Background: an optimization exercise with open tools, aiming at small area, a short achievable clock period and few clock cycles per item. Do not read the settings as production practice. In this exercise RTL edits were held to simulation tests only and were not proved equivalent to the original. Power is estimated from default activity; no workload was simulated.

<file path="design/flow/flow/run.sh">
#!/bin/bash
# The standard layout (standard.sh), with the port buffers that global
# placement inserts made from the smallest buffer cell instead of the default.
set -euo pipefail
export BUFFER_PORTS_ARGS="-buffer_cell sky130_fd_sc_hd__buf_1"
bash standard.sh > standard.log 2>&1
</file>
<file path="design/flow/standard.sh">
#!/bin/bash
# synth_recipe.tcl (not shown) runs the flow's synth.tcl, then flattens the netlist and writes it again
# the make line also repeats each setting of config.mk as NAME=value (left out here)
make -C /OpenROAD-flow-scripts/flow DESIGN_CONFIG=/design/flow/config.mk WORK_HOME=/design/flow/orfs CLKGATE_MAP_FILE= SYNTH_SCRIPT=/design/flow/synth_recipe.tcl "${@:-finish}"
</file>
<file path="design/flow/config.mk">
export PLATFORM = sky130hd
export DESIGN_NAME = shift_add_multiplier
export DESIGN_NICKNAME = shift_add_multiplier
export VERILOG_FILES = /design/flow/design.v
export SDC_FILE = /design/flow/constraint.sdc
export NUM_CORES = 4
export LEC_CHECK = 0
export CAP_MARGIN = 0
export CORE_MARGIN = 2
export CORE_UTILIZATION = 40
export CTS_BUF_LIST = sky130_fd_sc_hd__clkbuf_8
export GPL_TIMING_DRIVEN = 0
export SETUP_SLACK_MARGIN = 2.5
export SLEW_MARGIN = 0
export SYNTH_HIERARCHICAL = 1
</file>
<file path="design/flow/constraint.sdc">
create_clock -name core_clock -period 5.0 [get_ports {clk}]
set_input_delay 1.0000 -clock core_clock [delete_from_list [all_inputs] [get_ports {clk}]]
set_output_delay 1.0000 -clock core_clock [all_outputs]
set_load 0.01 [all_outputs]
</file>
<file path="design/flow/design.v">
`default_nettype none `timescale 1ns / 1ns
module shift_add_multiplier #(
    parameter integer WIDTH = 16
) (
    input wire clk,
    input wire reset_n,
    input wire tvalid_slave_1,
    input signed [WIDTH-1:0] tdata_slave_1,
    output wire tready_slave_1,
    input wire tvalid_slave_2,
    input signed [WIDTH-1:0] tdata_slave_2,
    output wire tready_slave_2,
    output reg tvalid_master,
    output reg signed [WIDTH-1:0] tdata_master,
    input wire tready_master
);
  reg held_1;
  reg held_2;
  reg [WIDTH-1:0] factor_a;
  reg [7:0] b_neg;
  reg [7:0] b_one;
  reg [7:0] b_two;
  wire [16:0] b_in = {tdata_slave_2, 1'b0};
  wire [7:0] b_in_neg, b_in_one, b_in_two;
  genvar gk;
  generate
    for (gk = 0; gk < 8; gk = gk + 1) begin : g_enc
      assign b_in_neg[gk] = b_in[2*gk+2];
      assign b_in_one[gk] = b_in[2*gk+1] ^ b_in[2*gk];
      assign b_in_two[gk] = (b_in[2*gk+2] & ~b_in[2*gk+1] & ~b_in[2*gk]) | (~b_in[2*gk+2] & b_in[2*gk+1] & b_in[2*gk]);
    end
  endgenerate
  wire [WIDTH-1:0] product;
  reg mid_valid_1;
  reg pipe_c188;
  reg pipe_c223;
  reg pipe_s225;
  reg pipe_s199;
  reg pipe_s228;
  reg pipe_c226;
  reg pipe_s251;
  reg pipe_c249;
  reg pipe_s254;
  reg pipe_c252;
  reg pipe_s257;
  reg pipe_c255;
  reg pipe_c258;
  reg pipe_g277;
  reg pipe_p278;
  reg pipe_g275;
  reg pipe_p276;
  reg pipe_g281;
  reg pipe_p282;
  reg pipe_g279;
  reg pipe_p280;
  reg pipe_G296;
  reg pipe_P297;
  reg pipe_g271;
  reg pipe_p272;
  reg pipe_G308;
  reg pipe_P309;
  reg pipe_p274;
  reg pipe_c229;
  reg pipe_x372;
  reg pipe_pp1;
  reg pipe_p266;
  reg pipe_r348;
  reg pipe_r349;
  wire room_1 = ~mid_valid_1 | ~tvalid_master;
  wire room_2 = ~tvalid_master;
  wire advance_1 = held_1 & held_2 & (room_1 | tready_master);
  wire advance_2 = mid_valid_1 & (room_2 | tready_master);
  wire input_transaction_1 = tvalid_slave_1 & tready_slave_1;
  wire input_transaction_2 = tvalid_slave_2 & tready_slave_2;
  sam_rdy u_rdy_1 (.held(held_1), .other(held_2), .room(room_1), .tready_master(tready_master), .tready(tready_slave_1));
  sam_rdy u_rdy_2 (.held(held_2), .other(held_1), .room(room_1), .tready_master(tready_master), .tready(tready_slave_2));
  always @(posedge clk) begin
    if (input_transaction_1) factor_a <= tdata_slave_1;
    if (input_transaction_2) begin
      b_neg <= b_in_neg;
      b_one <= b_in_one;
      b_two <= b_in_two;
    end
    if (advance_1) begin
      pipe_c188 <= c188;
      pipe_c223 <= c223;
      pipe_s225 <= s225;
      pipe_s199 <= s199;
      pipe_s228 <= s228;
      pipe_c226 <= c226;
      pipe_s251 <= s251;
      pipe_c249 <= c249;
      pipe_s254 <= s254;
      pipe_c252 <= c252;
      pipe_s257 <= s257;
      pipe_c255 <= c255;
      pipe_c258 <= c258;
      pipe_g277 <= g277;
      pipe_p278 <= p278;
      pipe_g275 <= g275;
      pipe_p276 <= p276;
      pipe_g281 <= g281;
      pipe_p282 <= p282;
      pipe_g279 <= g279;
      pipe_p280 <= p280;
      pipe_G296 <= G296;
      pipe_P297 <= P297;
      pipe_g271 <= g271;
      pipe_p272 <= p272;
      pipe_G308 <= G308;
      pipe_P309 <= P309;
      pipe_p274 <= p274;
      pipe_c229 <= c229;
      pipe_x372 <= x372;
      pipe_pp1 <= pp1;
      pipe_p266 <= p266;
      pipe_r348 <= r348;
      pipe_r349 <= r349;
    end
    if (advance_2) tdata_master <= product;
    if (!reset_n) begin
      held_1 <= 1'b0;
      held_2 <= 1'b0;
      mid_valid_1 <= 1'b0;
      tvalid_master <= 1'b0;
    end else begin
      held_1 <= input_transaction_1 | (held_1 & ~advance_1);
      held_2 <= input_transaction_2 | (held_2 & ~advance_1);
      mid_valid_1 <= advance_1 | (mid_valid_1 & ~advance_2);
      tvalid_master <= advance_2 | (tvalid_master & ~tready_master);
    end
  end
  wire [15:0] a = factor_a;
  wire pp1 = b_one[0] & a[0];
  wire pc2 = b_neg[0] & ~pp1;
  wire m3;
  sam_ao22 u_m3 (.x1(a[1]), .x2(a[0]), .one(b_one[0]), .two(b_two[0]), .m(m3));
  wire pp4;
  sam_x2 u_pp4 (.a(m3), .b(b_neg[0]), .y(pp4));
  wire m5;
  sam_ao22 u_m5 (.x1(a[2]), .x2(a[1]), .one(b_one[0]), .two(b_two[0]), .m(m5));
  wire pp6;
  sam_x2 u_pp6 (.a(m5), .b(b_neg[0]), .y(pp6));
  wire m7;
  sam_ao22 u_m7 (.x1(a[3]), .x2(a[2]), .one(b_one[0]), .two(b_two[0]), .m(m7));
  wire pp8;
  sam_x2 u_pp8 (.a(m7), .b(b_neg[0]), .y(pp8));
  wire m9;
  sam_ao22 u_m9 (.x1(a[4]), .x2(a[3]), .one(b_one[0]), .two(b_two[0]), .m(m9));
  wire pp10;
  sam_x2 u_pp10 (.a(m9), .b(b_neg[0]), .y(pp10));
  wire m11;
  sam_ao22 u_m11 (.x1(a[5]), .x2(a[4]), .one(b_one[0]), .two(b_two[0]), .m(m11));
  wire pp12;
  sam_x2 u_pp12 (.a(m11), .b(b_neg[0]), .y(pp12));
  wire m13;
  sam_ao22 u_m13 (.x1(a[6]), .x2(a[5]), .one(b_one[0]), .two(b_two[0]), .m(m13));
  wire pp14;
  sam_x2 u_pp14 (.a(m13), .b(b_neg[0]), .y(pp14));
  wire m15;
  sam_ao22 u_m15 (.x1(a[7]), .x2(a[6]), .one(b_one[0]), .two(b_two[0]), .m(m15));
  wire pp16;
  sam_x2 u_pp16 (.a(m15), .b(b_neg[0]), .y(pp16));
  wire m17;
  sam_ao22 u_m17 (.x1(a[8]), .x2(a[7]), .one(b_one[0]), .two(b_two[0]), .m(m17));
  wire pp18;
  sam_x2 u_pp18 (.a(m17), .b(b_neg[0]), .y(pp18));
  wire m19;
  sam_ao22 u_m19 (.x1(a[9]), .x2(a[8]), .one(b_one[0]), .two(b_two[0]), .m(m19));
  wire pp20;
  sam_x2 u_pp20 (.a(m19), .b(b_neg[0]), .y(pp20));
  wire m21;
  sam_ao22 u_m21 (.x1(a[10]), .x2(a[9]), .one(b_one[0]), .two(b_two[0]), .m(m21));
  wire pp22;
  sam_x2 u_pp22 (.a(m21), .b(b_neg[0]), .y(pp22));
  wire m23;
  sam_ao22 u_m23 (.x1(a[11]), .x2(a[10]), .one(b_one[0]), .two(b_two[0]), .m(m23));
  wire pp24;
  sam_x2 u_pp24 (.a(m23), .b(b_neg[0]), .y(pp24));
  wire m25;
  sam_ao22 u_m25 (.x1(a[12]), .x2(a[11]), .one(b_one[0]), .two(b_two[0]), .m(m25));
  wire pp26;
  sam_x2 u_pp26 (.a(m25), .b(b_neg[0]), .y(pp26));
  wire m27;
  sam_ao22 u_m27 (.x1(a[13]), .x2(a[12]), .one(b_one[0]), .two(b_two[0]), .m(m27));
  wire pp28;
  sam_x2 u_pp28 (.a(m27), .b(b_neg[0]), .y(pp28));
  wire m29;
  sam_ao22 u_m29 (.x1(a[14]), .x2(a[13]), .one(b_one[0]), .two(b_two[0]), .m(m29));
  wire pp30;
  sam_x2 u_pp30 (.a(m29), .b(b_neg[0]), .y(pp30));
  wire m31;
  sam_ao22 u_m31 (.x1(a[15]), .x2(a[14]), .one(b_one[0]), .two(b_two[0]), .m(m31));
  wire pp32;
  sam_x2 u_pp32 (.a(m31), .b(b_neg[0]), .y(pp32));
  wire pp33 = b_one[1] & a[0];
  wire pc34 = b_neg[1] & ~pp33;
  wire m35;
  sam_ao22 u_m35 (.x1(a[1]), .x2(a[0]), .one(b_one[1]), .two(b_two[1]), .m(m35));
  wire pp36;
  sam_x2 u_pp36 (.a(m35), .b(b_neg[1]), .y(pp36));
  wire m37;
  sam_ao22 u_m37 (.x1(a[2]), .x2(a[1]), .one(b_one[1]), .two(b_two[1]), .m(m37));
  wire pp38;
  sam_x2 u_pp38 (.a(m37), .b(b_neg[1]), .y(pp38));
  wire m39;
  sam_ao22 u_m39 (.x1(a[3]), .x2(a[2]), .one(b_one[1]), .two(b_two[1]), .m(m39));
  wire pp40;
  sam_x2 u_pp40 (.a(m39), .b(b_neg[1]), .y(pp40));
  wire m41;
  sam_ao22 u_m41 (.x1(a[4]), .x2(a[3]), .one(b_one[1]), .two(b_two[1]), .m(m41));
  wire pp42;
  sam_x2 u_pp42 (.a(m41), .b(b_neg[1]), .y(pp42));
  wire m43;
  sam_ao22 u_m43 (.x1(a[5]), .x2(a[4]), .one(b_one[1]), .two(b_two[1]), .m(m43));
  wire pp44;
  sam_x2 u_pp44 (.a(m43), .b(b_neg[1]), .y(pp44));
  wire m45;
  sam_ao22 u_m45 (.x1(a[6]), .x2(a[5]), .one(b_one[1]), .two(b_two[1]), .m(m45));
  wire pp46;
  sam_x2 u_pp46 (.a(m45), .b(b_neg[1]), .y(pp46));
  wire m47;
  sam_ao22 u_m47 (.x1(a[7]), .x2(a[6]), .one(b_one[1]), .two(b_two[1]), .m(m47));
  wire pp48;
  sam_x2 u_pp48 (.a(m47), .b(b_neg[1]), .y(pp48));
  wire m49;
  sam_ao22 u_m49 (.x1(a[8]), .x2(a[7]), .one(b_one[1]), .two(b_two[1]), .m(m49));
  wire pp50;
  sam_x2 u_pp50 (.a(m49), .b(b_neg[1]), .y(pp50));
  wire m51;
  sam_ao22 u_m51 (.x1(a[9]), .x2(a[8]), .one(b_one[1]), .two(b_two[1]), .m(m51));
  wire pp52;
  sam_x2 u_pp52 (.a(m51), .b(b_neg[1]), .y(pp52));
  wire m53;
  sam_ao22 u_m53 (.x1(a[10]), .x2(a[9]), .one(b_one[1]), .two(b_two[1]), .m(m53));
  wire pp54;
  sam_x2 u_pp54 (.a(m53), .b(b_neg[1]), .y(pp54));
  wire m55;
  sam_ao22 u_m55 (.x1(a[11]), .x2(a[10]), .one(b_one[1]), .two(b_two[1]), .m(m55));
  wire pp56;
  sam_x2 u_pp56 (.a(m55), .b(b_neg[1]), .y(pp56));
  wire m57;
  sam_ao22 u_m57 (.x1(a[12]), .x2(a[11]), .one(b_one[1]), .two(b_two[1]), .m(m57));
  wire pp58;
  sam_x2 u_pp58 (.a(m57), .b(b_neg[1]), .y(pp58));
  wire m59;
  sam_ao22 u_m59 (.x1(a[13]), .x2(a[12]), .one(b_one[1]), .two(b_two[1]), .m(m59));
  wire pp60;
  sam_x2 u_pp60 (.a(m59), .b(b_neg[1]), .y(pp60));
  wire pp61 = b_one[2] & a[0];
  wire pc62 = b_neg[2] & ~pp61;
  wire m63;
  sam_ao22 u_m63 (.x1(a[1]), .x2(a[0]), .one(b_one[2]), .two(b_two[2]), .m(m63));
  wire pp64;
  sam_x2 u_pp64 (.a(m63), .b(b_neg[2]), .y(pp64));
  wire m65;
  sam_ao22 u_m65 (.x1(a[2]), .x2(a[1]), .one(b_one[2]), .two(b_two[2]), .m(m65));
  wire pp66;
  sam_x2 u_pp66 (.a(m65), .b(b_neg[2]), .y(pp66));
  wire m67;
  sam_ao22 u_m67 (.x1(a[3]), .x2(a[2]), .one(b_one[2]), .two(b_two[2]), .m(m67));
  wire pp68;
  sam_x2 u_pp68 (.a(m67), .b(b_neg[2]), .y(pp68));
  wire m69;
  sam_ao22 u_m69 (.x1(a[4]), .x2(a[3]), .one(b_one[2]), .two(b_two[2]), .m(m69));
  wire pp70;
  sam_x2 u_pp70 (.a(m69), .b(b_neg[2]), .y(pp70));
  wire m71;
  sam_ao22 u_m71 (.x1(a[5]), .x2(a[4]), .one(b_one[2]), .two(b_two[2]), .m(m71));
  wire pp72;
  sam_x2 u_pp72 (.a(m71), .b(b_neg[2]), .y(pp72));
  wire m73;
  sam_ao22 u_m73 (.x1(a[6]), .x2(a[5]), .one(b_one[2]), .two(b_two[2]), .m(m73));
  wire pp74;
  sam_x2 u_pp74 (.a(m73), .b(b_neg[2]), .y(pp74));
  wire m75;
  sam_ao22 u_m75 (.x1(a[7]), .x2(a[6]), .one(b_one[2]), .two(b_two[2]), .m(m75));
  wire pp76;
  sam_x2 u_pp76 (.a(m75), .b(b_neg[2]), .y(pp76));
  wire m77;
  sam_ao22 u_m77 (.x1(a[8]), .x2(a[7]), .one(b_one[2]), .two(b_two[2]), .m(m77));
  wire pp78;
  sam_x2 u_pp78 (.a(m77), .b(b_neg[2]), .y(pp78));
  wire m79;
  sam_ao22 u_m79 (.x1(a[9]), .x2(a[8]), .one(b_one[2]), .two(b_two[2]), .m(m79));
  wire pp80;
  sam_x2 u_pp80 (.a(m79), .b(b_neg[2]), .y(pp80));
  wire m81;
  sam_ao22 u_m81 (.x1(a[10]), .x2(a[9]), .one(b_one[2]), .two(b_two[2]), .m(m81));
  wire pp82;
  sam_x2 u_pp82 (.a(m81), .b(b_neg[2]), .y(pp82));
  wire m83;
  sam_ao22 u_m83 (.x1(a[11]), .x2(a[10]), .one(b_one[2]), .two(b_two[2]), .m(m83));
  wire pp84;
  sam_x2 u_pp84 (.a(m83), .b(b_neg[2]), .y(pp84));
  wire pp85 = b_one[3] & a[0];
  wire pc86 = b_neg[3] & ~pp85;
  wire m87;
  sam_ao22 u_m87 (.x1(a[1]), .x2(a[0]), .one(b_one[3]), .two(b_two[3]), .m(m87));
  wire pp88;
  sam_x2 u_pp88 (.a(m87), .b(b_neg[3]), .y(pp88));
  wire m89;
  sam_ao22 u_m89 (.x1(a[2]), .x2(a[1]), .one(b_one[3]), .two(b_two[3]), .m(m89));
  wire pp90;
  sam_x2 u_pp90 (.a(m89), .b(b_neg[3]), .y(pp90));
  wire m91;
  sam_ao22 u_m91 (.x1(a[3]), .x2(a[2]), .one(b_one[3]), .two(b_two[3]), .m(m91));
  wire pp92;
  sam_x2 u_pp92 (.a(m91), .b(b_neg[3]), .y(pp92));
  wire m93;
  sam_ao22 u_m93 (.x1(a[4]), .x2(a[3]), .one(b_one[3]), .two(b_two[3]), .m(m93));
  wire pp94;
  sam_x2 u_pp94 (.a(m93), .b(b_neg[3]), .y(pp94));
  wire m95;
  sam_ao22 u_m95 (.x1(a[5]), .x2(a[4]), .one(b_one[3]), .two(b_two[3]), .m(m95));
  wire pp96;
  sam_x2 u_pp96 (.a(m95), .b(b_neg[3]), .y(pp96));
  wire m97;
  sam_ao22 u_m97 (.x1(a[6]), .x2(a[5]), .one(b_one[3]), .two(b_two[3]), .m(m97));
  wire pp98;
  sam_x2 u_pp98 (.a(m97), .b(b_neg[3]), .y(pp98));
  wire m99;
  sam_ao22 u_m99 (.x1(a[7]), .x2(a[6]), .one(b_one[3]), .two(b_two[3]), .m(m99));
  wire pp100;
  sam_x2 u_pp100 (.a(m99), .b(b_neg[3]), .y(pp100));
  wire m101;
  sam_ao22 u_m101 (.x1(a[8]), .x2(a[7]), .one(b_one[3]), .two(b_two[3]), .m(m101));
  wire pp102;
  sam_x2 u_pp102 (.a(m101), .b(b_neg[3]), .y(pp102));
  wire m103;
  sam_ao22 u_m103 (.x1(a[9]), .x2(a[8]), .one(b_one[3]), .two(b_two[3]), .m(m103));
  wire pp104;
  sam_x2 u_pp104 (.a(m103), .b(b_neg[3]), .y(pp104));
  wire pp105 = b_one[4] & a[0];
  wire pc106 = b_neg[4] & ~pp105;
  wire m107;
  sam_ao22 u_m107 (.x1(a[1]), .x2(a[0]), .one(b_one[4]), .two(b_two[4]), .m(m107));
  wire pp108;
  sam_x2 u_pp108 (.a(m107), .b(b_neg[4]), .y(pp108));
  wire m109;
  sam_ao22 u_m109 (.x1(a[2]), .x2(a[1]), .one(b_one[4]), .two(b_two[4]), .m(m109));
  wire pp110;
  sam_x2 u_pp110 (.a(m109), .b(b_neg[4]), .y(pp110));
  wire m111;
  sam_ao22 u_m111 (.x1(a[3]), .x2(a[2]), .one(b_one[4]), .two(b_two[4]), .m(m111));
  wire pp112;
  sam_x2 u_pp112 (.a(m111), .b(b_neg[4]), .y(pp112));
  wire m113;
  sam_ao22 u_m113 (.x1(a[4]), .x2(a[3]), .one(b_one[4]), .two(b_two[4]), .m(m113));
  wire pp114;
  sam_x2 u_pp114 (.a(m113), .b(b_neg[4]), .y(pp114));
  wire m115;
  sam_ao22 u_m115 (.x1(a[5]), .x2(a[4]), .one(b_one[4]), .two(b_two[4]), .m(m115));
  wire pp116;
  sam_x2 u_pp116 (.a(m115), .b(b_neg[4]), .y(pp116));
  wire m117;
  sam_ao22 u_m117 (.x1(a[6]), .x2(a[5]), .one(b_one[4]), .two(b_two[4]), .m(m117));
  wire pp118;
  sam_x2 u_pp118 (.a(m117), .b(b_neg[4]), .y(pp118));
  wire m119;
  sam_ao22 u_m119 (.x1(a[7]), .x2(a[6]), .one(b_one[4]), .two(b_two[4]), .m(m119));
  wire pp120;
  sam_x2 u_pp120 (.a(m119), .b(b_neg[4]), .y(pp120));
  wire pp121 = b_one[5] & a[0];
  wire pc122 = b_neg[5] & ~pp121;
  wire m123;
  sam_ao22 u_m123 (.x1(a[1]), .x2(a[0]), .one(b_one[5]), .two(b_two[5]), .m(m123));
  wire pp124;
  sam_x2 u_pp124 (.a(m123), .b(b_neg[5]), .y(pp124));
  wire m125;
  sam_ao22 u_m125 (.x1(a[2]), .x2(a[1]), .one(b_one[5]), .two(b_two[5]), .m(m125));
  wire pp126;
  sam_x2 u_pp126 (.a(m125), .b(b_neg[5]), .y(pp126));
  wire m127;
  sam_ao22 u_m127 (.x1(a[3]), .x2(a[2]), .one(b_one[5]), .two(b_two[5]), .m(m127));
  wire pp128;
  sam_x2 u_pp128 (.a(m127), .b(b_neg[5]), .y(pp128));
  wire m129;
  sam_ao22 u_m129 (.x1(a[4]), .x2(a[3]), .one(b_one[5]), .two(b_two[5]), .m(m129));
  wire pp130;
  sam_x2 u_pp130 (.a(m129), .b(b_neg[5]), .y(pp130));
  wire m131;
  sam_ao22 u_m131 (.x1(a[5]), .x2(a[4]), .one(b_one[5]), .two(b_two[5]), .m(m131));
  wire pp132;
  sam_x2 u_pp132 (.a(m131), .b(b_neg[5]), .y(pp132));
  wire pp133 = b_one[6] & a[0];
  wire pc134 = b_neg[6] & ~pp133;
  wire m135;
  sam_ao22 u_m135 (.x1(a[1]), .x2(a[0]), .one(b_one[6]), .two(b_two[6]), .m(m135));
  wire pp136;
  sam_x2 u_pp136 (.a(m135), .b(b_neg[6]), .y(pp136));
  wire m137;
  sam_ao22 u_m137 (.x1(a[2]), .x2(a[1]), .one(b_one[6]), .two(b_two[6]), .m(m137));
  wire pp138;
  sam_x2 u_pp138 (.a(m137), .b(b_neg[6]), .y(pp138));
  wire m139;
  sam_ao22 u_m139 (.x1(a[3]), .x2(a[2]), .one(b_one[6]), .two(b_two[6]), .m(m139));
  wire pp140;
  sam_x2 u_pp140 (.a(m139), .b(b_neg[6]), .y(pp140));
  wire pp141 = b_one[7] & a[0];
  wire pc142 = b_neg[7] & ~pp141;
  wire m143;
  sam_ao22 u_m143 (.x1(a[1]), .x2(a[0]), .one(b_one[7]), .two(b_two[7]), .m(m143));
  wire pp144;
  sam_x2 u_pp144 (.a(m143), .b(b_neg[7]), .y(pp144));
  wire s145, s146;
  sam_ha u_s145 (.a(pc122), .b(pp24), .s(s145), .co(s146));
  wire xy147;
  sam_x2 u_xy147 (.a(pp133), .b(pp26), .y(xy147));
  wire s148;
  sam_x2 u_s148 (.a(xy147), .b(pp54), .y(s148));
  wire c149;
  sam_maj u_c149 (.a(pp133), .b(pp26), .c(pp54), .y(c149));
  wire xy150;
  sam_x2 u_xy150 (.a(pc134), .b(pp28), .y(xy150));
  wire s151;
  sam_x2 u_s151 (.a(xy150), .b(pp56), .y(s151));
  wire c152;
  sam_maj u_c152 (.a(pc134), .b(pp28), .c(pp56), .y(c152));
  wire s153, s154;
  sam_ha u_s153 (.a(pp80), .b(pp100), .s(s153), .co(s154));
  wire xy155;
  sam_x2 u_xy155 (.a(pp141), .b(pp30), .y(xy155));
  wire s156;
  sam_x2 u_s156 (.a(xy155), .b(pp58), .y(s156));
  wire c157;
  sam_maj u_c157 (.a(pp141), .b(pp30), .c(pp58), .y(c157));
  wire xy158;
  sam_x2 u_xy158 (.a(pp82), .b(pp102), .y(xy158));
  wire s159;
  sam_x2 u_s159 (.a(xy158), .b(pp118), .y(s159));
  wire c160;
  sam_maj u_c160 (.a(pp82), .b(pp102), .c(pp118), .y(c160));
  wire s161, s162;
  sam_ha u_s161 (.a(pc86), .b(pp16), .s(s161), .co(s162));
  wire xy163;
  sam_x2 u_xy163 (.a(pp105), .b(pp18), .y(xy163));
  wire s164;
  sam_x2 u_s164 (.a(xy163), .b(pp46), .y(s164));
  wire c165;
  sam_maj u_c165 (.a(pp105), .b(pp18), .c(pp46), .y(c165));
  wire xy166;
  sam_x2 u_xy166 (.a(pc106), .b(pp20), .y(xy166));
  wire s167;
  sam_x2 u_s167 (.a(xy166), .b(pp48), .y(s167));
  wire c168;
  sam_maj u_c168 (.a(pc106), .b(pp20), .c(pp48), .y(c168));
  wire s169, s170;
  sam_ha u_s169 (.a(pp72), .b(pp92), .s(s169), .co(s170));
  wire xy171;
  sam_x2 u_xy171 (.a(pp121), .b(pp22), .y(xy171));
  wire s172;
  sam_x2 u_s172 (.a(xy171), .b(pp50), .y(s172));
  wire c173;
  sam_maj u_c173 (.a(pp121), .b(pp22), .c(pp50), .y(c173));
  wire xy174;
  sam_x2 u_xy174 (.a(pp74), .b(pp94), .y(xy174));
  wire s175;
  sam_x2 u_s175 (.a(xy174), .b(pp110), .y(s175));
  wire c176;
  sam_maj u_c176 (.a(pp74), .b(pp94), .c(pp110), .y(c176));
  wire xy177;
  sam_x2 u_xy177 (.a(pp52), .b(pp76), .y(xy177));
  wire s178;
  sam_x2 u_s178 (.a(xy177), .b(pp96), .y(s178));
  wire c179;
  sam_maj u_c179 (.a(pp52), .b(pp76), .c(pp96), .y(c179));
  wire xy180;
  sam_x2 u_xy180 (.a(pp112), .b(pp124), .y(xy180));
  wire s181;
  sam_x2 u_s181 (.a(xy180), .b(s145), .y(s181));
  wire c182;
  sam_maj u_c182 (.a(pp112), .b(pp124), .c(s145), .y(c182));
  wire xy183;
  sam_x2 u_xy183 (.a(pp78), .b(pp98), .y(xy183));
  wire s184;
  sam_x2 u_s184 (.a(xy183), .b(pp114), .y(s184));
  wire c185;
  sam_maj u_c185 (.a(pp78), .b(pp98), .c(pp114), .y(c185));
  wire xy186;
  sam_x2 u_xy186 (.a(pp126), .b(s146), .y(xy186));
  wire s187;
  sam_x2 u_s187 (.a(xy186), .b(s148), .y(s187));
  wire c188;
  sam_maj u_c188 (.a(pp126), .b(s146), .c(s148), .y(c188));
  wire xy189;
  sam_x2 u_xy189 (.a(pp116), .b(pp128), .y(xy189));
  wire s190;
  sam_x2 u_s190 (.a(xy189), .b(pp136), .y(s190));
  wire c191;
  sam_maj u_c191 (.a(pp116), .b(pp128), .c(pp136), .y(c191));
  wire xy192;
  sam_x2 u_xy192 (.a(s153), .b(c149), .y(xy192));
  wire s193;
  sam_x2 u_s193 (.a(xy192), .b(s151), .y(s193));
  wire c194;
  sam_maj u_c194 (.a(s153), .b(c149), .c(s151), .y(c194));
  wire xy195;
  sam_x2 u_xy195 (.a(pp130), .b(pp138), .y(xy195));
  wire s196;
  sam_x2 u_s196 (.a(xy195), .b(s154), .y(s196));
  wire c197;
  sam_maj u_c197 (.a(pp130), .b(pp138), .c(s154), .y(c197));
  wire xy198;
  sam_x2 u_xy198 (.a(c152), .b(s156), .y(xy198));
  wire s199;
  sam_x2 u_s199 (.a(xy198), .b(s159), .y(s199));
  wire c200;
  sam_maj u_c200 (.a(c152), .b(s156), .c(s159), .y(c200));
  wire s201, s202;
  sam_ha u_s201 (.a(pc62), .b(pp12), .s(s201), .co(s202));
  wire xy203;
  sam_x2 u_xy203 (.a(pp85), .b(pp14), .y(xy203));
  wire s204;
  sam_x2 u_s204 (.a(xy203), .b(pp42), .y(s204));
  wire c205;
  sam_maj u_c205 (.a(pp85), .b(pp14), .c(pp42), .y(c205));
  wire xy206;
  sam_x2 u_xy206 (.a(pp44), .b(pp68), .y(xy206));
  wire s207;
  sam_x2 u_s207 (.a(xy206), .b(pp88), .y(s207));
  wire c208;
  sam_maj u_c208 (.a(pp44), .b(pp68), .c(pp88), .y(c208));
  wire xy209;
  sam_x2 u_xy209 (.a(pp70), .b(pp90), .y(xy209));
  wire s210;
  sam_x2 u_s210 (.a(xy209), .b(s162), .y(s210));
  wire c211;
  sam_maj u_c211 (.a(pp70), .b(pp90), .c(s162), .y(c211));
  wire xy212;
  sam_x2 u_xy212 (.a(pp108), .b(s169), .y(xy212));
  wire s213;
  sam_x2 u_s213 (.a(xy212), .b(c165), .y(s213));
  wire c214;
  sam_maj u_c214 (.a(pp108), .b(s169), .c(c165), .y(c214));
  wire xy215;
  sam_x2 u_xy215 (.a(s170), .b(c168), .y(xy215));
  wire s216;
  sam_x2 u_s216 (.a(xy215), .b(s172), .y(s216));
  wire c217;
  sam_maj u_c217 (.a(s170), .b(c168), .c(s172), .y(c217));
  wire xy218;
  sam_x2 u_xy218 (.a(c173), .b(c176), .y(xy218));
  wire s219;
  sam_x2 u_s219 (.a(xy218), .b(s178), .y(s219));
  wire c220;
  sam_maj u_c220 (.a(c173), .b(c176), .c(s178), .y(c220));
  wire xy221;
  sam_x2 u_xy221 (.a(c179), .b(s184), .y(xy221));
  wire s222;
  sam_x2 u_s222 (.a(xy221), .b(c182), .y(s222));
  wire c223;
  sam_maj u_c223 (.a(c179), .b(s184), .c(c182), .y(c223));
  wire xy224;
  sam_x2 u_xy224 (.a(c185), .b(s190), .y(xy224));
  wire s225;
  sam_x2 u_s225 (.a(xy224), .b(s193), .y(s225));
  wire c226;
  sam_maj u_c226 (.a(c185), .b(s190), .c(s193), .y(c226));
  wire xy227;
  sam_x2 u_xy227 (.a(c191), .b(s196), .y(xy227));
  wire s228;
  sam_x2 u_s228 (.a(xy227), .b(c194), .y(s228));
  wire c229;
  sam_maj u_c229 (.a(c191), .b(s196), .c(c194), .y(c229));
  wire s230, s231;
  sam_ha u_s230 (.a(pc34), .b(pp8), .s(s230), .co(s231));
  wire xy232;
  sam_x2 u_xy232 (.a(pp61), .b(pp10), .y(xy232));
  wire s233;
  sam_x2 u_s233 (.a(xy232), .b(pp38), .y(s233));
  wire c234;
  sam_maj u_c234 (.a(pp61), .b(pp10), .c(pp38), .y(c234));
  wire xy235;
  sam_x2 u_xy235 (.a(pp40), .b(pp64), .y(xy235));
  wire s236;
  sam_x2 u_s236 (.a(xy235), .b(s201), .y(s236));
  wire c237;
  sam_maj u_c237 (.a(pp40), .b(pp64), .c(s201), .y(c237));
  wire xy238;
  sam_x2 u_xy238 (.a(pp66), .b(s202), .y(xy238));
  wire s239;
  sam_x2 u_s239 (.a(xy238), .b(s204), .y(s239));
  wire c240;
  sam_maj u_c240 (.a(pp66), .b(s202), .c(s204), .y(c240));
  wire xy241;
  sam_x2 u_xy241 (.a(s161), .b(c205), .y(xy241));
  wire s242;
  sam_x2 u_s242 (.a(xy241), .b(s207), .y(s242));
  wire c243;
  sam_maj u_c243 (.a(s161), .b(c205), .c(s207), .y(c243));
  wire xy244;
  sam_x2 u_xy244 (.a(c208), .b(s164), .y(xy244));
  wire s245;
  sam_x2 u_s245 (.a(xy244), .b(s210), .y(s245));
  wire c246;
  sam_maj u_c246 (.a(c208), .b(s164), .c(s210), .y(c246));
  wire xy247;
  sam_x2 u_xy247 (.a(s167), .b(c211), .y(xy247));
  wire s248;
  sam_x2 u_s248 (.a(xy247), .b(s213), .y(s248));
  wire c249;
  sam_maj u_c249 (.a(s167), .b(c211), .c(s213), .y(c249));
  wire xy250;
  sam_x2 u_xy250 (.a(s175), .b(c214), .y(xy250));
  wire s251;
  sam_x2 u_s251 (.a(xy250), .b(s216), .y(s251));
  wire c252;
  sam_maj u_c252 (.a(s175), .b(c214), .c(s216), .y(c252));
  wire xy253;
  sam_x2 u_xy253 (.a(s181), .b(s219), .y(xy253));
  wire s254;
  sam_x2 u_s254 (.a(xy253), .b(c217), .y(s254));
  wire c255;
  sam_maj u_c255 (.a(s181), .b(s219), .c(c217), .y(c255));
  wire xy256;
  sam_x2 u_xy256 (.a(s187), .b(c220), .y(xy256));
  wire s257;
  sam_x2 u_s257 (.a(xy256), .b(s222), .y(s257));
  wire c258;
  sam_maj u_c258 (.a(s187), .b(c220), .c(s222), .y(c258));
  wire xy259;
  sam_x2 u_xy259 (.a(pipe_c188), .b(pipe_c223), .y(xy259));
  wire s260;
  sam_x2 u_s260 (.a(xy259), .b(pipe_s225), .y(s260));
  wire c261;
  sam_maj u_c261 (.a(pipe_c188), .b(pipe_c223), .c(pipe_s225), .y(c261));
  wire xy262;
  sam_x2 u_xy262 (.a(pipe_s199), .b(pipe_s228), .y(xy262));
  wire s263;
  sam_x2 u_s263 (.a(xy262), .b(pipe_c226), .y(s263));
  wire c264;
  sam_maj u_c264 (.a(pipe_s199), .b(pipe_s228), .c(pipe_c226), .y(c264));
  wire g265 = pc2 & pp4;
  wire p266 = pc2 ^ pp4;
  wire g267 = pp33 & pp6;
  wire p268 = pp33 ^ pp6;
  wire g269 = pp36 & s230;
  wire p270 = pp36 ^ s230;
  wire g271 = s233 & s231;
  wire p272 = s233 ^ s231;
  wire g273 = s236 & c234;
  wire p274 = s236 ^ c234;
  wire g275 = s239 & c237;
  wire p276 = s239 ^ c237;
  wire g277 = s242 & c240;
  wire p278 = s242 ^ c240;
  wire g279 = s245 & c243;
  wire p280 = s245 ^ c243;
  wire g281 = s248 & c246;
  wire p282 = s248 ^ c246;
  wire g283 = pipe_s251 & pipe_c249;
  wire p284 = pipe_s251 ^ pipe_c249;
  wire g285 = pipe_s254 & pipe_c252;
  wire p286 = pipe_s254 ^ pipe_c252;
  wire g287 = pipe_s257 & pipe_c255;
  wire p288 = pipe_s257 ^ pipe_c255;
  wire g289 = s260 & pipe_c258;
  wire p290 = s260 ^ pipe_c258;
  wire g291 = s263 & c261;
  wire p292 = s263 ^ c261;
  wire P293 = p266 & pp1;
  wire G294 = g269 | (p270 & g267);
  wire P295 = p270 & p268;
  wire G296 = g273 | (p274 & g271);
  wire P297 = p274 & p272;
  wire G298 = pipe_g277 | (pipe_p278 & pipe_g275);
  wire P299 = pipe_p278 & pipe_p276;
  wire G300 = pipe_g281 | (pipe_p282 & pipe_g279);
  wire P301 = pipe_p282 & pipe_p280;
  wire G302 = g285 | (p286 & g283);
  wire P303 = p286 & p284;
  wire G304 = g289 | (p290 & g287);
  wire P305 = p290 & p288;
  wire G306 = g267 | (p268 & g265);
  wire P307 = p268 & P293;
  wire G308 = G294 | (P295 & g265);
  wire P309 = P295 & P293;
  wire G310 = pipe_g275 | (pipe_p276 & pipe_G296);
  wire P311 = pipe_p276 & pipe_P297;
  wire G312 = G298 | (P299 & pipe_G296);
  wire P313 = P299 & pipe_P297;
  wire G314 = g283 | (p284 & G300);
  wire P315 = p284 & P301;
  wire G316 = G302 | (P303 & G300);
  wire P317 = P303 & P301;
  wire G318 = g291 | (p292 & G304);
  wire P319 = p292 & P305;
  wire G320 = pipe_g271 | (pipe_p272 & pipe_G308);
  wire P321 = pipe_p272 & pipe_P309;
  wire G322 = pipe_G296 | (pipe_P297 & pipe_G308);
  wire P323 = pipe_P297 & pipe_P309;
  wire G324 = G310 | (P311 & pipe_G308);
  wire P325 = P311 & pipe_P309;
  wire G326 = G312 | (P313 & pipe_G308);
  wire P327 = P313 & pipe_P309;
  wire G328 = g287 | (p288 & G316);
  wire P329 = p288 & P317;
  wire G330 = G304 | (P305 & G316);
  wire P331 = P305 & P317;
  wire G332 = G318 | (P319 & G316);
  wire P333 = P319 & P317;
  wire G334 = pipe_g279 | (pipe_p280 & G326);
  wire P335 = pipe_p280 & P327;
  wire G336 = G300 | (P301 & G326);
  wire P337 = P301 & P327;
  wire G338 = G314 | (P315 & G326);
  wire P339 = P315 & P327;
  wire G340 = G316 | (P317 & G326);
  wire P341 = P317 & P327;
  wire G342 = G328 | (P329 & G326);
  wire P343 = P329 & P327;
  wire G344 = G330 | (P331 & G326);
  wire P345 = P331 & P327;
  wire G346 = G332 | (P333 & G326);
  wire P347 = P333 & P327;
  wire r348 = p268 ^ g265;
  wire r349 = p270 ^ G306;
  wire r350 = pipe_p272 ^ pipe_G308;
  wire r351 = pipe_p274 ^ G320;
  wire r352 = pipe_p276 ^ G322;
  wire r353 = pipe_p278 ^ G324;
  wire r354 = pipe_p280 ^ G326;
  wire r355 = pipe_p282 ^ G334;
  wire r356 = p284 ^ G336;
  wire r357 = p286 ^ G338;
  wire r358 = p288 ^ G340;
  wire r359 = p290 ^ G342;
  wire r360 = p292 ^ G344;
  wire x361;
  sam_x2 u_x361 (.a(pc142), .b(pp104), .y(x361));
  wire x362;
  sam_x2 u_x362 (.a(pp120), .b(pp132), .y(x362));
  wire x363;
  sam_x2 u_x363 (.a(pp140), .b(pp144), .y(x363));
  wire x364;
  sam_x2 u_x364 (.a(pp32), .b(pp60), .y(x364));
  wire x365;
  sam_x2 u_x365 (.a(pp84), .b(x361), .y(x365));
  wire x366;
  sam_x2 u_x366 (.a(x362), .b(x363), .y(x366));
  wire x367;
  sam_x2 u_x367 (.a(x364), .b(c157), .y(x367));
  wire x368;
  sam_x2 u_x368 (.a(c160), .b(x365), .y(x368));
  wire x369;
  sam_x2 u_x369 (.a(x366), .b(x367), .y(x369));
  wire x370;
  sam_x2 u_x370 (.a(c197), .b(x368), .y(x370));
  wire x371;
  sam_x2 u_x371 (.a(x369), .b(c200), .y(x371));
  wire x372;
  sam_x2 u_x372 (.a(x370), .b(x371), .y(x372));
  wire x373;
  sam_x2 u_x373 (.a(pipe_c229), .b(pipe_x372), .y(x373));
  wire x374;
  sam_x2 u_x374 (.a(c264), .b(x373), .y(x374));
  wire x375;
  sam_x2 u_x375 (.a(x374), .b(G346), .y(x375));
  assign product = {x375, r360, r359, r358, r357, r356, r355, r354, r353, r352, r351, r350, pipe_r349, pipe_r348, pipe_p266, pipe_pp1};
endmodule
module sam_rdy (
    input wire held,
    input wire other,
    input wire room,
    input wire tready_master,
    output wire tready
);
  assign tready = ~held | (other & (room | tready_master));
endmodule
module sam_fa (
    input wire a,
    input wire b,
    input wire c,
    output wire s,
    output wire co
);
  assign s  = a ^ b ^ c;
  assign co = (a & b) | (a & c) | (b & c);
endmodule
module sam_ha (
    input wire a,
    input wire b,
    output wire s,
    output wire co
);
  assign s  = a ^ b;
  assign co = a & b;
endmodule
module sam_x2 (
    input wire a,
    input wire b,
    output wire y
);
  assign y = a ^ b;
endmodule
module sam_maj (
    input wire a,
    input wire b,
    input wire c,
    output wire y
);
  assign y = (a & b) | (a & c) | (b & c);
endmodule
module sam_ao22 (
    input wire x1,
    input wire x2,
    input wire one,
    input wire two,
    output wire m
);
  assign m = (one & x1) | (two & x2);
endmodule
module sam_bsel (
    input wire x1,
    input wire x2,
    input wire one,
    input wire two,
    input wire neg,
    output wire pp
);
  assign pp = ((one & x1) | (two & x2)) ^ neg;
endmodule
</file>
==> results of run 1 <==
cell families after synthesis:
kind of cell | after synthesis | synth area share [%]
AOI/OAI and AO/OA | 94 | 12.5
xor gates and xnor gates | 166 | 24.1
adders and majority gates | 59 | 11.6
buffers and inverters | 1 | 0.0621
DFF | 93 | 45.6
and+or+nand+nor | 65 | 6.18
worst max-delay path: cells and delay by family:
kind	cells	cell delay, ns
buffers and inverters	2	0.25
AOI/OAI and AO/OA	1	0.13
and+or+nand+nor	1	0.09
cell usage after synthesis (all sizes together):
| cell type | count |
|---|---|
| xor2 | 162 |
| edfxtp | 89 |
| a22o | 64 |
| maj3 | 36 |
| ha | 22 |
| nor2b | 13 |
| and2 | 11 |
| o21ai | 11 |
| nor2 | 10 |
| nand2 | 9 |
| nand2b | 7 |
| nand3b | 6 |
| a21o | 5 |
| a21oi | 5 |
| dfxtp | 4 |
| xnor2 | 4 |
| o21a | 3 |
| a21boi | 2 |
| nand3 | 2 |
| nand4 | 2 |
| a211oi | 1 |
| a222oi | 1 |
| and3 | 1 |
| fa | 1 |
| inv | 1 |
| nor3 | 1 |
| nor3b | 1 |
| o211ai | 1 |
| o31ai | 1 |
| or2 | 1 |
| or3b | 1 |
Yosys stat by module, one instance, submodules excluded:
module | times used | flops+latches
sam_x2 | 151 | 0
sam_ha | 6 | 0
sam_maj | 36 | 0
sam_ao22 | 64 | 0
sam_rdy | 2 | 0
shift_add_multiplier | 1 | 93
worst paths after layout:
| check | to | cells after the start | start |
|---|---|---|---|
| setup / recovery | tready_slave_2 | 4 | tready_master |
| hold / removal | tdata_master[2]$_DFFE_PP_ | 0 | pipe_r348$_DFFE_PP_ |
| setup reg to reg | pipe_p280$_DFFE_PP_ | 7 | b_one[2]$_DFFE_PP_ |
| hold reg to reg | tdata_master[2]$_DFFE_PP_ | 0 | pipe_r348$_DFFE_PP_ |
registers in the layout (all words and copies together), names as in the netlist, 8 cells and up:
register and cells:
tdata_master 16, b_two 8, b_neg 8, b_one 8, factor_a 16
area by class of cell:
| type | instances | area [sq um] |
|---|---|---|
| multi-input cells | 384 | 3340 |
| inverters | 1 | 7.51 |
| clock inverters | 7 | 72.6 |
| well taps | 184 | 230 |
| flip-flops and latches | 93 | 2750 |
| clock buffers | 9 | 124 |
| fillers | 1318 | 7440 |
| repair buffers | 110 | 671 |
layer usage:
layer / wire (microns) / global-route usage (%)
met5: 0 / 0
met4: 272 / 7.69
met3: 453 / 2.66
met2: 5800 / 25.6
met1: 5080 / 18.4
power by group through the flow:
stage	combinational (mW)	sequential (mW)	clock [mW]
final	1.02	1.06	0.502
after global routing	1.14	1.07	0.550
after CTS	0.979	1.07	0.523
after detailed placement	0.928	1.11	0
after global placement	0.911	1.11	0
after floorplan	0.768	1.08	0
through the flow:
stage	setup slack, ns	area (sq um)
floorplan	2.65	6040
global placement	2.23	6470
detailed placement	2.22	6480
CTS	2.52	6930
global route	2.46	7200
finish	2.53	7200
what timing repair did:
action                                  4_1_cts  5_1_grt
hold endpoints to repair                      0        0
pin swaps                                     0        5
resized for setup                             0       15
setup buffers                                33       22
endpoints found under the setup margin        4       48
==> results.toml, run 1 <==
[route]
vias_per_cell = 5.10
drtIter0Drc = 180
ant_nets = 0
drt-total-wl_mm = 11.6
num_vias = 4015
wl_per_cell_microns = 14.7
drtPass1Iterations = 4
drcViolationCount = 0

[floorplan]
initial_core_util_pct = 41.2
coreArea_sq_um = 14600
die-area_sq_um = 16100
die_h_microns = 127
rows = 44
io_pins = 56
fp.dieW_microns = 127

[sta]
fin_tns_setup_ns = 0
slew_viol_final = 0
fin_skew_ns = 0.00992
period_share_pct = 49.5
fmax_mhz = 404
slew_headroom_pct = 25.9
finalSetupViolCount = 0
fin_hold_ws_ns = 0.426
worst_pin_slew_ns = 1.11
hold_viol = 0
finalCriticalPeriod_ns = 2.47
rsz0062_at_grt = "true"

[yosys]
avgSynthCellArea_sq_um = 12.6
syn-num-nets = 538
synth_top_area_share_pct = 44.3
yosysTopAreaCell = "edfxtp_1"
syn_area_sq_um = 6040
postSynthCellCount = 478
yosysUniqueCellTypes = 33
synth-seq-area-share_pct = 45.6
synth-warning-count = 7
synth.top_cells.by_area = "edfxtp_1 44%, xor2_1 24%, a22o_1 9.3%"
synth_seq_cells = 93

[power_and_ir_drop]
internal-power_mw = 1.73
p_leak_nw = 2.85
comb_power_share_pct = 39.5
peakVddDrop_v = 0.000166
power_mw = 2.58
p_seq_share_pct = 41.1
p_switching_mw = 0.845
clockPowerShare_pct = 19.4
switching_share_pct = 32.7
power_density_nw_per_um2 = 358

[global_route]
grt_pass1_vias = 3946
grt_antenna_before_repair = 0
grt_max_degree = 34
grt_usage_pct = 15.1
grt_overflow = 0
grt_pass1_wl_mm = 19.1

[worst_setup_path]
cp_cell_sequence = "buf_1, o21ai_1, nand2_1, clkbuf_2"
cp-end-kind = "output port"
path_max_fanout = 3
worst-setup-path-type = "primary input to output port"
r2r_setup_slack_ns = 2.58
critPathSlowestCell = "clkbuf_2"
cp.required_ns = 4.00
startpoint_type = "primary input"
cp_slowest_stage_delay_ns = 0.14
crit_arrival_ns = 1.47

[run]
max-cap-violations = 0

[cts]
cts_made_buffers = 9
cts.sinks = 93
cts.hold.buffers_added = 0
clk_pin_slew_ns = 0.09
clkLatencyLatePin_ns = 0.37
clockRootBuffer = "clkbuf_8"
htreeDepth = 3
cts_tree = "yes"
cts_buffer_depth = 2

[hold_path]
hp-class = "flop to flop"

[place]
io_buffers = 55
place.gp.congestion = 0.816
placed_cells = 717
dp_hpwl_mm = 8.03

[layout]
antenna_cells = 0
layout.cells.most_common_list = "154 x xor2_1, 89 x edfxtp_1, 64 x a22o_1"
nets = 659
drive_gt1_share_pct = 19.9
syn2layout_area_growth_pct = 19.3
mostFrequentLayoutCell = "xor2_1"
finalCoreUtilization_pct = 49.2
fin_cells = 788

[outcome]
status = "no timing/DRC/antenna violations"
Testbench counts, summed over its fixed seeds: cycles 1,224, items 1,200.
==> run 2: changes to the inputs <==
==> design/flow/flow/run.sh (replaced) <==
#!/bin/bash
# The standard layout (standard.sh), with the port buffers that global
# placement inserts made from the smallest buffer cell, and clock tree
# synthesis building larger sink clusters without dummy loads.
set -euo pipefail
export BUFFER_PORTS_ARGS="-buffer_cell sky130_fd_sc_hd__buf_1"
export CTS_ARGS="-sink_clustering_enable -repair_clock_nets -buf_list sky130_fd_sc_hd__clkbuf_8 -sink_clustering_size 24 -dont_use_dummy_load"
bash standard.sh > standard.log 2>&1
--- a/design/flow/config.mk
+++ b/design/flow/config.mk
@@ -12,3 +12,3 @@
 export GPL_TIMING_DRIVEN = 0
-export SETUP_SLACK_MARGIN = 2.5
+export SETUP_SLACK_MARGIN = 2.3
 export SLEW_MARGIN = 0
==> results.toml, run 2 <==
[outcome]
status = "no timing/DRC/antenna violations"

[place]
io_buffers = 55
dp_slack_ns = 2.22
place.gp.congestion = 0.816
dp_hpwl_mm = 8.03

[sta]
worst_pin_slew_ns = 1.17
hold_viol = 0
period_share_pct = 51.5
fin_ws_ns = 2.43
slew_headroom_pct = 22.1
fin_skew_ns = 0.0270
finalSetupViolCount = 0
finalCriticalPeriod_ns = 2.57
slew_viol_final = 0
fin_hold_ws_ns = 0.422
rsz0062_at_grt = "false"
fin_tns_setup_ns = 0
fmax_mhz = 389

[yosys]
synthXorXnorAreaFrac_pct = 24.1
synth_top_family_by_area = "XOR/XNOR gates"
synth_compound_area_share_pct = 12.5
ys.flop_type = "edfxtp_1"
syn_area_sq_um = 6040
avgSynthCellArea_sq_um = 12.6
synth_seq_cells = 93
yosysUniqueCellTypes = 33
synth_most_common_cell = "xor2_1"
async_flop_share_pct = 0
syn-num-nets = 538
synth.area.mux_share_pct = 0
synth_edf_count = 89
synth.top_cells.by_area = "edfxtp_1 44%, xor2_1 24%, a22o_1 9.3%"
synth_simple_gate_area_share_pct = 6.18
postSynthCellCount = 478
synth-warning-count = 7
synth_top_area_share_pct = 44.3
yosysTopAreaCell = "edfxtp_1"
synth_fa_ha_area_share_pct = 11.6
synth-seq-area-share_pct = 45.6
synth_common_cells = "162 x xor2_1, 89 x edfxtp_1, 64 x a22o_1"

[global_route]
grt_pass1_wl_mm = 18.2
grt_max_degree = 34
grt_antenna_before_repair = 0
grt_overflow = 0
grt_usage_pct = 14.3
grt_pass1_vias = 3761

[route]
wl_per_cell_microns = 14.8
drtPass1Iterations = 4
vias_per_cell = 5.17
drcViolationCount = 0
drt-total-wl_mm = 10.9
drtIter0Drc = 130
num_vias = 3808
ant_nets = 0

[layout]
finalCoreUtilization_pct = 45.7
mostFrequentLayoutCell = "xor2_1"
antenna_cells = 0
drive_gt1_share_pct = 10.7
syn2layout_area_growth_pct = 10.8
top_regs = "factor_a: 16 flops, tdata_master: 16 flops"
layout.cells.most_common_list = "162 x xor2_1, 89 x edfxtp_1, 64 x a22o_1"
nets = 614

[worst_setup_path]
path_max_fanout = 16
startpoint_type = "flop"
cp-end-kind = "flop"
path_buf_inv = 0
cp.required_ns = 5.10
r2r_start = "factor_a[0]$_DFFE_PP_"
cp_cell_sequence = "and2_1, nor2b_1, ha_1, maj3_2, xor2_1, maj3_2"
critPathSlowestCell = "edfxtp_1"
regToRegEndpoint = "pipe_c258$_DFFE_PP_"
cp_slowest_stage_delay_ns = 0.76
crit_arrival_ns = 2.67
critical-path-top-delay-family = "adder cells"
r2r_setup_slack_ns = 2.43
worst-setup-path-type = "flop to flop"
crit_path_frequent_cell = "maj3_2"
rr_worst_depth = 6

[floorplan]
die-area_sq_um = 16100
io_pins = 56
coreArea_sq_um = 14600
initial_core_util_pct = 41.2
rows = 44
fp.dieW_microns = 127
die_h_microns = 127

[hold_path]
worstHoldStart = "pipe_r348$_DFFE_PP_"
min_delay_path_depth = 0
hp-class = "flop to flop"
min_to = "tdata_master[2]$_DFFE_PP_"

[cts]
clockRootBuffer = "clkbuf_8"
cts_tree = "yes"
htreeDepth = 3
clk_pin_slew_ns = 0.09
cts_buffer_depth = 2
cts_made_buffers = 9
clkLatencyLatePin_ns = 0.37
cts.sinks = 93

[power_and_ir_drop]
p_leak_nw = 2.58
power_density_nw_per_um2 = 359
peakVddDrop_v = 0.000158

[run]
max-cap-violations = 0
==> run 2: cell count changes in the layout (fill, tap and decap cells not counted), moves of 2 or more <==
cell | before | now
buf_1 | 53 | 55
clkinv_1 | 2 | 0
xor2_1 | 154 | 162
clkbuf_2 | 2 | 0
buf_4 | 49 | 9
inv_6 | 3 | 0
buf_6 | 3 | 0
buf_12 | 3 | 1
xor2_2 | 8 | 0
==> run 2: power breakdown <==
group          total (mW)  switching, mW  internal, mW
Sequential           1.08         0.0763          1.01
Clock               0.383          0.222         0.161
Combinational       0.936          0.486         0.450
==> run 2: worst max-delay path by stage <==
stage,startpoint,end,cells past startpoint
final,factor_a[0]$_DFFE_PP_,pipe_c258$_DFFE_PP_,6
after global routing,factor_a[1]$_DFFE_PP_,pipe_s254$_DFFE_PP_,7
after CTS,b_neg[0]$_DFFE_PP_,pipe_c258$_DFFE_PP_,5
after detailed placement,tready_master,pipe_s199$_DFFE_PP_,5
after global placement,tready_master,tdata_master[15]$_DFFE_PP_,3
after floorplan,b_one[0]$_DFFE_PP_,pipe_c258$_DFFE_PP_,6
==> run 2: cell type report <==
cell class	instances	area [sq um]
Clock buffer	9	124
Tap cell	184	230
Timing Repair Buffer	65	294
Fill cell	1339	7960
Multi-Input combinational cell	384	3280
Inverter	1	3.75
Sequential cell	93	2750
==> run 2: cell families after synthesis <==
logic type | after synthesis
simple gates | 65
flops | 93
compound gates | 94
buf+inv | 1
fa+ha+maj | 59
xor+xnor | 166
==> run 2: layer usage <==
| layer | track usage (%) | vias to the layer above | part of all wire (%) |
|---|---|---|---|
| li1 | - | 1921 | - |
| met1 | 17.8 | 1787 | 46 |
| met2 | 24.1 | 83 | 48 |
| met3 | 2.36 | 17 | 4.4 |
| met4 | 7.05 | 0 | 2.3 |
| met5 | 0 | - | 0 |
==> run 2: metrics by stage <==
stage | cells | area (sq um) | power [mW]
floorplan | 478 | 6040 | 1.85
global placement | 717 | 6470 | 2.02
detailed placement | 717 | 6480 | 2.04
CTS | 726 | 6600 | 2.43
global route | 736 | 6690 | 2.58
finish | 736 | 6690 | 2.40
==> run 2: per-module statistics from Yosys, one instance, submodules excluded <==
module,cells inside,area (sq um)
sam_maj,1,11.3
sam_rdy,2,8.76
sam_x2,1,8.76
sam_ao22,1,8.76
shift_add_multiplier,217,3660
sam_ha,1,12.5
==> run 2: timing repair <==
item,CTS,global route
resized for setup,0,0
hold buffers,0,0
buffers inserted,0,10
endpoints found under the setup margin,0,5
==> run 2: worst reg2reg max path: cells and delay by family (launching register included) <==
kind,cells,cell delay [ns]
adders and majority gates,3,0.98
xor gates and xnor gates,1,0.19
and+or+nand+nor,2,0.38
DFF,1,0.76
==> run 3: changes to the inputs <==
--- a/design/flow/design.v
+++ b/design/flow/design.v
@@ -40,2 +40,4 @@
   reg pipe_c226;
+  reg pipe_s248;
+  reg pipe_c246;
   reg pipe_s251;
@@ -51,4 +53,2 @@
   reg pipe_p276;
-  reg pipe_g281;
-  reg pipe_p282;
   reg pipe_g279;
@@ -90,2 +90,4 @@
       pipe_c226 <= c226;
+      pipe_s248 <= s248;
+      pipe_c246 <= c246;
       pipe_s251 <= s251;
@@ -101,4 +103,2 @@
       pipe_p276 <= p276;
-      pipe_g281 <= g281;
-      pipe_p282 <= p282;
       pipe_g279 <= g279;
@@ -649,4 +649,4 @@
   wire p280 = s245 ^ c243;
-  wire g281 = s248 & c246;
-  wire p282 = s248 ^ c246;
+  wire g281 = pipe_s248 & pipe_c246;
+  wire p282 = pipe_s248 ^ pipe_c246;
   wire g283 = pipe_s251 & pipe_c249;
@@ -668,4 +668,4 @@
   wire P299 = pipe_p278 & pipe_p276;
-  wire G300 = pipe_g281 | (pipe_p282 & pipe_g279);
-  wire P301 = pipe_p282 & pipe_p280;
+  wire G300 = g281 | (p282 & pipe_g279);
+  wire P301 = p282 & pipe_p280;
   wire G302 = g285 | (p286 & g283);
@@ -723,3 +723,3 @@
   wire r354 = pipe_p280 ^ G326;
-  wire r355 = pipe_p282 ^ G334;
+  wire r355 = p282 ^ G334;
   wire r356 = p284 ^ G336;
==> results.toml, run 3 <==
[worst_setup_path]
path_max_fanout = 12
cp-end-kind = "flop"
startpoint_type = "flop"
crit_arrival_ns = 2.60
startpoint = "b_one[2]$_DFFE_PP_"
rr_worst_depth = 7
r2r_start = "b_one[2]$_DFFE_PP_"
worst-setup-path-type = "flop to flop"
regToRegEndpoint = "pipe_c258$_DFFE_PP_"
r2r_setup_slack_ns = 2.51
cp.required_ns = 5.10
crit_path_end = "pipe_c258$_DFFE_PP_"

[floorplan]
io_pins = 56
die_h_microns = 127
rows = 44
die-area_sq_um = 16100
initial_core_util_pct = 41.2
coreArea_sq_um = 14600
fp.dieW_microns = 127

[yosys]
ys.flop_type = "edfxtp_1"
syn-num-nets = 537
synth_top_area_share_pct = 44.3
synth_common_cells = "162 x xor2_1, 89 x edfxtp_1, 64 x a22o_1"
synth-warning-count = 7
yosysTopAreaCell = "edfxtp_1"
postSynthCellCount = 477
synth_edf_count = 89
synth.area.mux_share_pct = 0
synth.top_cells.by_area = "edfxtp_1 44%, xor2_1 24%, a22o_1 9.3%"
synth-seq-area-share_pct = 45.6
synth_top_family_by_area = "XOR/XNOR gates"
async_flop_share_pct = 0
synth_most_common_cell = "xor2_1"
yosysUniqueCellTypes = 32
synthXorXnorAreaFrac_pct = 24.1
avgSynthCellArea_sq_um = 12.6
syn_area_sq_um = 6030
synth_seq_cells = 93
synth_simple_gate_area_share_pct = 6.12
synth_compound_area_share_pct = 12.5
synth_fa_ha_area_share_pct = 11.6

[route]
drt-total-wl_mm = 10.9
vias_per_cell = 5.16
drtPass1Iterations = 4
num_vias = 3816
wl_per_cell_microns = 14.8
ant_nets = 0
drtIter0Drc = 153
drcViolationCount = 0

[cts]
clk_pin_slew_ns = 0.10
cts_tree = "yes"
clkLatencyLatePin_ns = 0.38
clockRootBuffer = "clkbuf_8"
cts_buffer_depth = 2
cts.hold.buffers_added = 0
htreeDepth = 3
cts.sinks = 93
cts_made_buffers = 9

[place]
placed_cells = 716
post_dp_cell_area_sq_um = 6470
place.gp.congestion = 0.819
dp_hpwl_mm = 8.03
io_buffers = 55

[hold_path]
worstHoldStart = "pipe_r349$_DFFE_PP_"
hp-class = "flop to flop"

[layout]
fillers = 1363
antenna_cells = 0
top_regs = "factor_a: 16 flops, tdata_master: 16 flops"
finalCoreUtilization_pct = 45.9
mostFrequentLayoutCell = "xor2_1"
syn2layout_area_growth_pct = 11.4
fin_cells = 740
drive_gt1_share_pct = 11.3
nets = 618
final_area_sq_um = 6720
layout.cells.most_common_list = "162 x xor2_1, 89 x edfxtp_1, 64 x a22o_1"

[global_route]
grt.busiest_layer = "met2"
grt_overflow = 0
grtUsageMet3_pct = 2.57
grt_pass1_vias = 3706
use_met1_pct = 17.9
grt_pass1_wl_mm = 18.3
met2_usage_pct = 24.1
grt_max_degree = 34
grt_usage_pct = 14.4
grt_antenna_before_repair = 0

[sta]
hold_viol = 0
finalCriticalPeriod_ns = 2.49
finalSetupViolCount = 0
worst_pin_slew_ns = 1.19
period_share_pct = 49.9
slew_headroom_pct = 20.5
slew_viol_final = 0
fmax_mhz = 401
fin_tns_setup_ns = 0
rsz0062_at_grt = "false"
fin_skew_ns = 0.0289

[power_and_ir_drop]
p_leak_nw = 2.60
power_density_nw_per_um2 = 356
peakVddDrop_v = 0.000178

[outcome]
status = "no timing/DRC/antenna violations"

[run]
max-cap-violations = 0
-- run 3: worst min path at each step --
| stage | end | slack (ns) | cells past startpoint |
|---|---|---|---|
| 5_1_grt | tdata_master[2]$_DFFE_PP_ | 0.43 | 0 |
| 3_5_place_dp | tdata_master[2]$_DFFE_PP_ | 0.40 | 0 |
| 3_3_place_gp | tdata_master[3]$_DFFE_PP_ | 0.40 | 0 |
| 2_1_floorplan | tdata_master[0]$_DFFE_PP_ | 0.40 | 0 |
| 4_1_cts | tdata_master[2]$_DFFE_PP_ | 0.42 | 0 |
| 6_report | tdata_master[3]$_DFFE_PP_ | 0.42 | 0 |
-- run 3: per-module statistics from Yosys, one instance, submodules excluded --
| module | flops+latches | area [sq um] |
|---|---|---|
| sam_rdy | 0 | 8.76 |
| sam_ao22 | 0 | 8.76 |
| sam_x2 | 0 | 8.76 |
| sam_ha | 0 | 12.5 |
| sam_maj | 0 | 11.3 |
| shift_add_multiplier | 93 | 3650 |
-- run 3: worst max-delay path, cell delays in order (launching register included) --
cell      delay [ns]
edfxtp_1        0.58
a22o_1          0.31
xor2_1          0.24
xor2_1          0.20
xor2_1          0.26
xor2_1          0.19
xor2_1          0.12
maj3_2          0.31
-- run 3: logic make-up after synthesis --
kind of cell | after synthesis
xor gates and xnor gates | 166
AOI/OAI and AO/OA | 94
DFF | 93
and+or+nand+nor | 64
adders and majority gates | 59
buffers and inverters | 1
-- run 3: cell type report --
cell class                 count  area, sq um  area share, %
multi-input combinational    383         3280           48.8
clock buffer                   9          124           1.84
timing repair buffer          70          332           4.93
sequential                    93         2750           41.0
tap                          184          230           3.43
inverter                       1         3.75         0.0558
-- run 3: per-stage QoR --
stage          setup slack [ns]  hold slack, ns  total power, mW
2_1_floorplan              2.65           0.400             1.84
3_3_place_gp               2.23           0.404             2.00
3_5_place_dp               2.21           0.405             2.02
4_1_cts                    2.32           0.423             2.42
5_1_grt                    2.30           0.429             2.57
6_report                   2.51           0.421             2.39
-- run 3: power by group --
group	total (mW)	switching [mW]	internal (mW)	leakage, nW
clock	0.385	0.224	0.161	0.0647
combinational	0.930	0.480	0.450	1.67
sequential	1.08	0.0709	1.00	0.866
-- run 3: timing repair --
item                                    CTS  global route
resized for setup                         0             0
endpoints found under the setup margin    0             3
setup buffers                             0            15
-- run 3: per-layer routing --
layer / vias to the layer above / wire, microns / part of all wire [%]
met4: 0 / 257 / 2.4
met5: - / 0 / 0
met2: 67 / 5260 / 48
met1: 1797 / 5060 / 46
met3: 17 / 340 / 3.1
li1: 1935 / - / -
Testbench counts of run 3, summed over its fixed seeds: cycles 1,224, items 1,200.
==> run 4: changes to the inputs <==
--- a/design/flow/config.mk
+++ b/design/flow/config.mk
@@ -12,3 +12,3 @@
 export GPL_TIMING_DRIVEN = 0
-export SETUP_SLACK_MARGIN = 2.3
+export SETUP_SLACK_MARGIN = 2.1
 export SLEW_MARGIN = 0
==> results.toml, run 4 <==
[outcome]
status = "no timing/DRC/antenna violations"

[worst_setup_path]
cp.required_ns = 5.10
startpoint_type = "flop"
path_max_fanout = 16
crit_arrival_ns = 2.74
cp-end-kind = "flop"
worst-setup-path-type = "flop to flop"

[floorplan]
die_h_microns = 127
initial_core_util_pct = 41.2
coreArea_sq_um = 14600
rows = 44
fp.dieW_microns = 127
io_pins = 56
die-area_sq_um = 16100

[route]
wl_per_cell_microns = 14.9
vias_per_cell = 5.21
ant_nets = 0
drt-total-wl_mm = 10.8
num_vias = 3774
drcViolationCount = 0
drtPass1Iterations = 4
drtIter0Drc = 165

[cts]
cts_resized = 0
clkLatencyLatePin_ns = 0.37
cts.sinks = 93
clk_pin_slew_ns = 0.10
cts.hold.buffers_added = 0
cts_buffer_depth = 2
cts_made_buffers = 9
htreeDepth = 3
post_cts_buffers = 0
clockRootBuffer = "clkbuf_8"
cts_tree = "yes"

[layout]
final_area_sq_um = 6600
syn2layout_area_growth_pct = 9.33
regArea_sq_um = 2750
multi_input_area_sq_um = 3280
antenna_cells = 0
layout.cells.most_common_list = "162 x xor2_1, 89 x edfxtp_1, 64 x a22o_1"
top_regs = "factor_a: 16 flops, tdata_master: 16 flops"
nets = 603
mostFrequentLayoutCell = "xor2_1"
fillers = 1368
drive_gt1_share_pct = 8.87

[place]
post_dp_cell_area_sq_um = 6470
io_buffers = 55
place.gp.congestion = 0.819
dp_hpwl_mm = 8.03

[yosys]
async_flop_share_pct = 0
yosysUniqueCellTypes = 32
synth_edf_count = 89
syn_area_sq_um = 6030
synth_top_area_share_pct = 44.3
syn-num-nets = 537
ys.flop_type = "edfxtp_1"
synth_seq_cells = 93
synth-seq-area-share_pct = 45.6
synth-warning-count = 7
postSynthCellCount = 477
synth_most_common_cell = "xor2_1"
yosysTopAreaCell = "edfxtp_1"
synth.top_cells.by_area = "edfxtp_1 44%, xor2_1 24%, a22o_1 9.3%"
avgSynthCellArea_sq_um = 12.6
synth_common_cells = "162 x xor2_1, 89 x edfxtp_1, 64 x a22o_1"

[sta]
finalSetupViolCount = 0
period_share_pct = 52.9
fin_skew_ns = 0.0292
fmax_mhz = 378
rsz0062_at_grt = "false"
slew_viol_final = 0
hold_viol = 0
finalCriticalPeriod_ns = 2.64
slew_headroom_pct = 20.9
fin_tns_setup_ns = 0
worst_pin_slew_ns = 1.18

[power_and_ir_drop]
internal-power_mw = 1.61
p_leak_nw = 2.52
switching_share_pct = 32.4
p_seq_share_pct = 45.7
clockPowerShare_pct = 16.2
peakVddDrop_v = 0.000178
p_switching_mw = 0.771
comb_power_share_pct = 38.1
power_density_nw_per_um2 = 360

[global_route]
grt_pass1_vias = 3706
grt_antenna_before_repair = 0
grt_overflow = 0
grt_max_degree = 34
grt_usage_pct = 14.4
grt_pass1_wl_mm = 18.3

[hold_path]
hp-class = "flop to flop"

[run]
max-cap-violations = 0
## run 4: power groups by stage
stage | sequential, mW | clock, mW | combinational [mW]
after floorplan | 1.08 | 0 | 0.765
after global routing | 1.10 | 0.434 | 1.03
after detailed placement | 1.10 | 0 | 0.919
after CTS | 1.09 | 0.408 | 0.924
after global placement | 1.10 | 0 | 0.901
final | 1.09 | 0.384 | 0.906
## run 4: layout make-up
class	count	area share [%]
multi-input cells	383	49.7
flip-flops and latches	93	41.7
well taps	184	3.49
clock buffers	9	1.88
repair buffers	55	3.13
inverters	1	0.0569
## run 4: cells by family after synthesis
| group | after synthesis | synth area share (%) |
|---|---|---|
| simple gates | 64 | 6.12 |
| buf+inv | 1 | 0.0622 |
| compound gates | 94 | 12.5 |
| fa+ha+maj | 59 | 11.6 |
| flops | 93 | 45.6 |
| xor+xnor | 166 | 24.1 |
## run 4: worst paths after layout
check | from | to | slack (ns) | depth (start not counted)
worst max-delay path | b_neg[0]$_DFFE_PP_ | pipe_c258$_DFFE_PP_ | 2.36 | 5
worst min-delay path | pipe_r349$_DFFE_PP_ | tdata_master[3]$_DFFE_PP_ | 0.42 | 0
worst max register to register | b_neg[0]$_DFFE_PP_ | pipe_c258$_DFFE_PP_ | 2.36 | 5
worst min register to register | pipe_r349$_DFFE_PP_ | tdata_master[3]$_DFFE_PP_ | 0.42 | 0
## run 4: stage by stage
step | power (mW) | hold WS, ns | setup slack [ns] | utilization, % | instances
3_5_place_dp | 2.02 | 0.405 | 2.21 | 44.2 | 716
6_report | 2.38 | 0.421 | 2.36 | 45.0 | 725
2_1_floorplan | 1.84 | 0.400 | 2.65 | - | 477
3_3_place_gp | 2.00 | 0.404 | 2.23 | 44.2 | 716
5_1_grt | 2.56 | 0.429 | 2.18 | 45.0 | 725
4_1_cts | 2.42 | 0.423 | 2.32 | 45.0 | 725
## run 4: metal layers
| layer | track usage (%) | vias to the layer above | part of all wire (%) |
|---|---|---|---|
| li1 | - | 1903 | - |
| met1 | 17.9 | 1780 | 47 |
| met2 | 24.1 | 76 | 48 |
| met3 | 2.57 | 15 | 3.4 |
| met4 | 7.05 | 0 | 2.1 |
| met5 | 0 | - | 0 |
## run 4: critical path: stages (launching register included)
cell and delay (ns):
edfxtp_1 0.90, xor2_1 0.30, ha_1 0.31, maj3_2 0.34, xor2_1 0.19, maj3_2 0.31
## run 4: modules after synthesis, one instance, submodules excluded
module | flops+latches | copies in the design | cells | cell area [sq um]
shift_add_multiplier | 93 | 1 | 216 | 3650
sam_ao22 | 0 | 64 | 1 | 8.76
sam_x2 | 0 | 151 | 1 | 8.76
sam_ha | 0 | 6 | 1 | 12.5
sam_maj | 0 | 36 | 1 | 11.3
sam_rdy | 0 | 2 | 2 | 8.76

Setup slack of run 4, layout unchanged: 2.357 ns with ideal ports, 2.357 ns with driving cells assumed (clock clkbuf_16, inputs buf_2), 2.231 ns with port delays also shifted by the 0.393 ns mid clock arrival.
